This is an optimization exercise on Yosys and OpenROAD, whose aim is small area, a short achievable clock period and few clock cycles per item, not a production implementation.
Where RTL was checked, it was by simulation tests only, not by an equivalence proof against the original.

## the reference run
Design Rsa256Wrapper, start of the top module:
module Rsa256Wrapper (
    input         avm_rst,
    input         avm_clk,
    output  [4:0] avm_address,
    output        avm_read,
    input  [31:0] avm_readdata,
    output        avm_write,
    output [31:0] avm_writedata,
    input         avm_waitrequest
);
clock: 22.0 ns
lec_check: 0
cap_margin: 20
core_margin: 2
core_utilization: 40
setup_slack_margin: 1.0
slew_margin: 45
synth_hierarchical: 1
standard.sh (not shown) runs the stock make flow with config.mk's settings and CLKGATE_MAP_FILE= SYNTH_SCRIPT=/design/flow/synth_recipe.tcl, a recipe that flattens the netlist after the stock synthesis.
==> flow/flow/run.sh <==
#!/bin/bash
# Standard synthesis, then the standard ORFS layout steps with repair_timing
# aiming at a shorter period than the constraint (which stays as it is), and
# port buffers of a plain buffer cell.
set -euo pipefail
MARGIN=16.1
bash standard.sh synth > synth.log 2>&1
bash standard.sh SETUP_SLACK_MARGIN=$MARGIN SKIP_BUFFER_REMOVAL=1 \
    "BUFFER_PORTS_ARGS=-inputs -outputs -buffer_cell sky130_fd_sc_hd__buf_4" \
    floorplan place cts route finish > layout.log 2>&1
Testbench counts of the reference run, summed over its fixed seeds: cycles 250,615, items 24.
#### Input delta (the trial run over the reference run)
-- flow/design.v --
<<< the reference run, line 351
    input         avm_waitrequest
);
localparam R  = 10;                           
localparam NT = 256 + R;                     
localparam WB = NT + 1;                      
>>> the trial run, line 351
    input         avm_waitrequest
);
localparam R  = 11;                           
localparam NT = 256 + R;                     
localparam WB = NT + 1;                      
### Flow results
- Half-perimeter wire length after placement (lower): the reference run
- Wire: the trial run routes more than the reference run
- The trial run has number of instances in the synthesized netlist above what the reference run had.
- The trial run ended up with a higher via count of the routed design than the reference run did.
- From the reference run to the trial run the numbers moved as follows: cell area reported after detailed placement rose 6.7%; area after synthesis rose 17000 um2; final standard cell utilization of the core rose 0.29 points.
- When the trial run is set beside the reference run, its first-pass GRT wire length turns out to be about 6.5% larger.
- The reference run has lower data arrival time of the critical path than the trial run.
- Side by side, share of the final layout cell area in multi-input gates turned out higher in the trial run than in the reference run.
- Count of clock-buffer cells in the layout, the reference run and the trial run: higher on the trial run
Only the layout flow was run in the trial run; the RTL was not checked for function there.

========
Another version of the RTL of Rsa256Wrapper (not shown whole).
Size in the first run: about 25,000 cells after synthesis, about 270,000 um^2 of cells after synthesis.
Design Rsa256Wrapper, start of the top module:
module Rsa256Wrapper (
    input         avm_rst,
    input         avm_clk,
    output  [4:0] avm_address,
    output        avm_read,
    input  [31:0] avm_readdata,
    output        avm_write,
    output [31:0] avm_writedata,
    input         avm_waitrequest
);
localparam R  = 10;                           
localparam NT = 256 + R;                     
localparam WB = NT + 1;                      
localparam WS = NT + 2;                      
localparam M  = (WS + R - 1) / R;            
localparam K  = R * M;                       
localparam RX_BASE     = 5'd0;
localparam TX_BASE     = 5'd4;
localparam STATUS_BASE = 5'd8;
localparam S_RXS   = 0;    
localparam S_RXD   = 1;    
localparam S_WAIT  = 2;    
localparam S_NT0   = 3;    
localparam S_NTA   = 4;    
localparam S_NTB   = 5;    
localparam S_DBLA  = 6;    
localparam S_DBLB  = 7;    
localparam S_SCAN  = 8;    
localparam S_MONT  = 9;    
localparam S_CONV  = 10;   
localparam S_FINAL = 11;   
localparam S_TXS   = 12;   
localparam S_TXD   = 13;   
localparam NS      = 14;
localparam O_PRE1 = 0;     
localparam O_PRE2 = 1;     
localparam O_SQR  = 2;     
localparam O_MUL1 = 3;     
localparam O_MUL3 = 4;     
localparam O_FIN  = 5;     
localparam NO     = 6;
logic [NS-1:0] st;
logic [NO-1:0] op;
logic         rd_r, wr_r;                
logic [4:0]   addr_r;
logic         rd_n, wr_n;
logic [4:0]   addr_n;
logic [8:0]   cnt;
logic [8:0]   bitcnt;                    
logic         keyed, started, fr;
logic         sq2;                       
logic [1:0]   mulp;                      
logic         shp, shk;                  
logic [255:0] N, D;
logic [256:0] Q;                         
logic [K-1:0] Cm;                        
logic [K-1:0] C3;                        
logic [WB-1:0] X;
logic [7:0]   txb, rxb;
logic [R-1:0] ad, q, dn, hp;             
logic [2*R-1:0] pa;                      
logic [WS-1:0] Scf, Ssf;                 
logic         cin;
assign avm_address   = addr_r;
assign avm_read      = rd_r;
assign avm_write     = wr_r;
assign avm_writedata = {24'd0, txb};
wire done = !avm_waitrequest;
wire [NT-1:0] Nt = {Q[NT-R:0], {(R-1){1'b1}}};
wire a_x  = op[O_PRE1] || op[O_SQR];
  ...
Settings: LEC_CHECK=0, CAP_MARGIN=20, CORE_MARGIN=2, CORE_UTILIZATION=40, SETUP_SLACK_MARGIN=1.0, SLEW_MARGIN=45, SYNTH_HIERARCHICAL=1; clock period 22.0 ns.
Scripts as last shown in full above: flow/flow/run.sh
The starting point passed the timing, design-rule and antenna checks.
==> next run, changes <==
--- a/flow/design.v
+++ b/flow/design.v
@@ -279,21 +279,21 @@
 module Rsa256Wrapper (
     input         avm_rst,
     input         avm_clk,
     output  [4:0] avm_address,
     output        avm_read,
     input  [31:0] avm_readdata,
     output        avm_write,
     output [31:0] avm_writedata,
     input         avm_waitrequest
 );
-localparam R  = 10;                           
+localparam R  = 8;                           
 localparam NT = 256 + R;                     
 localparam WB = NT + 1;                      
 localparam WS = NT + 2;                      
 localparam M  = (WS + R - 1) / R;            
 localparam K  = R * M;                       
 localparam RX_BASE     = 5'd0;
 localparam TX_BASE     = 5'd4;
 localparam STATUS_BASE = 5'd8;
 localparam S_RXS   = 0;    
 localparam S_RXD   = 1;    
@@ -466,23 +466,23 @@
     if (st[S_SCAN] && !started)
         Cm <= Xp;
     else if (st[S_MONT] && a_cm)
         Cm <= {Cm[R-1:0], Cm[K-1:R]};
     if (st[S_CONV] && d_c3)
         C3 <= C3_new;
     else if (st[S_MONT] && a_c3)
         C3 <= {C3[R-1:0], C3[K-1:R]};
 end
 always_comb begin
-    rd_n   = rd_r;
-    wr_n   = wr_r;
-    addr_n = addr_r;
+    rd_n   = st[S_RXS] || st[S_RXD] || st[S_TXS];
+    wr_n   = st[S_TXD];
+    addr_n = st[S_RXD] ? RX_BASE : st[S_TXD] ? TX_BASE : STATUS_BASE;
     if (st[S_RXS] && done && avm_readdata[7]) addr_n = RX_BASE;
     if (st[S_RXD] && done) begin
         if (cnt == (keyed ? 9'd31 : 9'd95)) rd_n = 1'b0;
         else addr_n = STATUS_BASE;
     end
     if (st[S_DBLB] && fr && cnt == R - 1) begin
         rd_n   = 1'b1;
         addr_n = STATUS_BASE;
     end
     if (st[S_TXS] && done && avm_readdata[6]) begin
Result:
- The new run passed the timing, design-rule and antenna checks
- critical path depth does not change
- utilization goes up by 0.24 points
- register-to-register slack gains 510 ps
- non-clock buffer count went down by 288
- routed wire length goes down by about a fifth
- synthesized cell count went down by roughly a tenth
- cell area falls by roughly a tenth
- die area went down by roughly a tenth
- setup slack gets better by 510 ps
- clock-buffer cell count shrinks by 17
Testbench counts after the change, summed over its fixed seeds: cycles 300,019, items 24.
Function not checked in the first run of this note: the RTL went through the layout flow alone.

[static timing again, ports no longer ideal]
No port has a modelled driver above. Below, the same layouts with a new extraction and two added sets of constraints. Step 1 (the two cells are an assumption about what drives the block):
set clk [get_ports {avm_clk}]
set_driving_cell -lib_cell sky130_fd_sc_hd__clkbuf_16 $clk
set_driving_cell -lib_cell sky130_fd_sc_hd__buf_2 [delete_from_list [all_inputs] $clk]
Step 2 also shifts input and output timing later by t, the mid clock arrival at the registers, as if the neighbouring blocks saw the same clock. Slacks: ideal ports / drivers / drivers and shift; pairs: ideal ports / drivers.
| run | t (ns) | setup WS [ns] | clock arrival spread, ns | cell pins on the clock port's net |
|---|---|---|---|---|
| the reference run | 1.117 | 15.864 / 15.737 / 15.654 | 0.089 / 0.089 | 1 |
| the trial run | 1.100 | 15.661 / 15.661 / 15.458 | 0.108 / 0.108 | 1 |
| the first run of note 2 | 1.103 | 15.413 / 15.413 / 15.276 | 0.119 / 0.119 | 1 |
| the second run of note 2 | 1.115 | 15.927 / 15.811 / 15.466 | 0.067 / 0.067 | 1 |
After both steps every run listed still meets setup and hold. For the second run of note 2, which loses most, drivers alone change the setup slack by -0.116 ns; drivers and shift together by -0.461 ns.
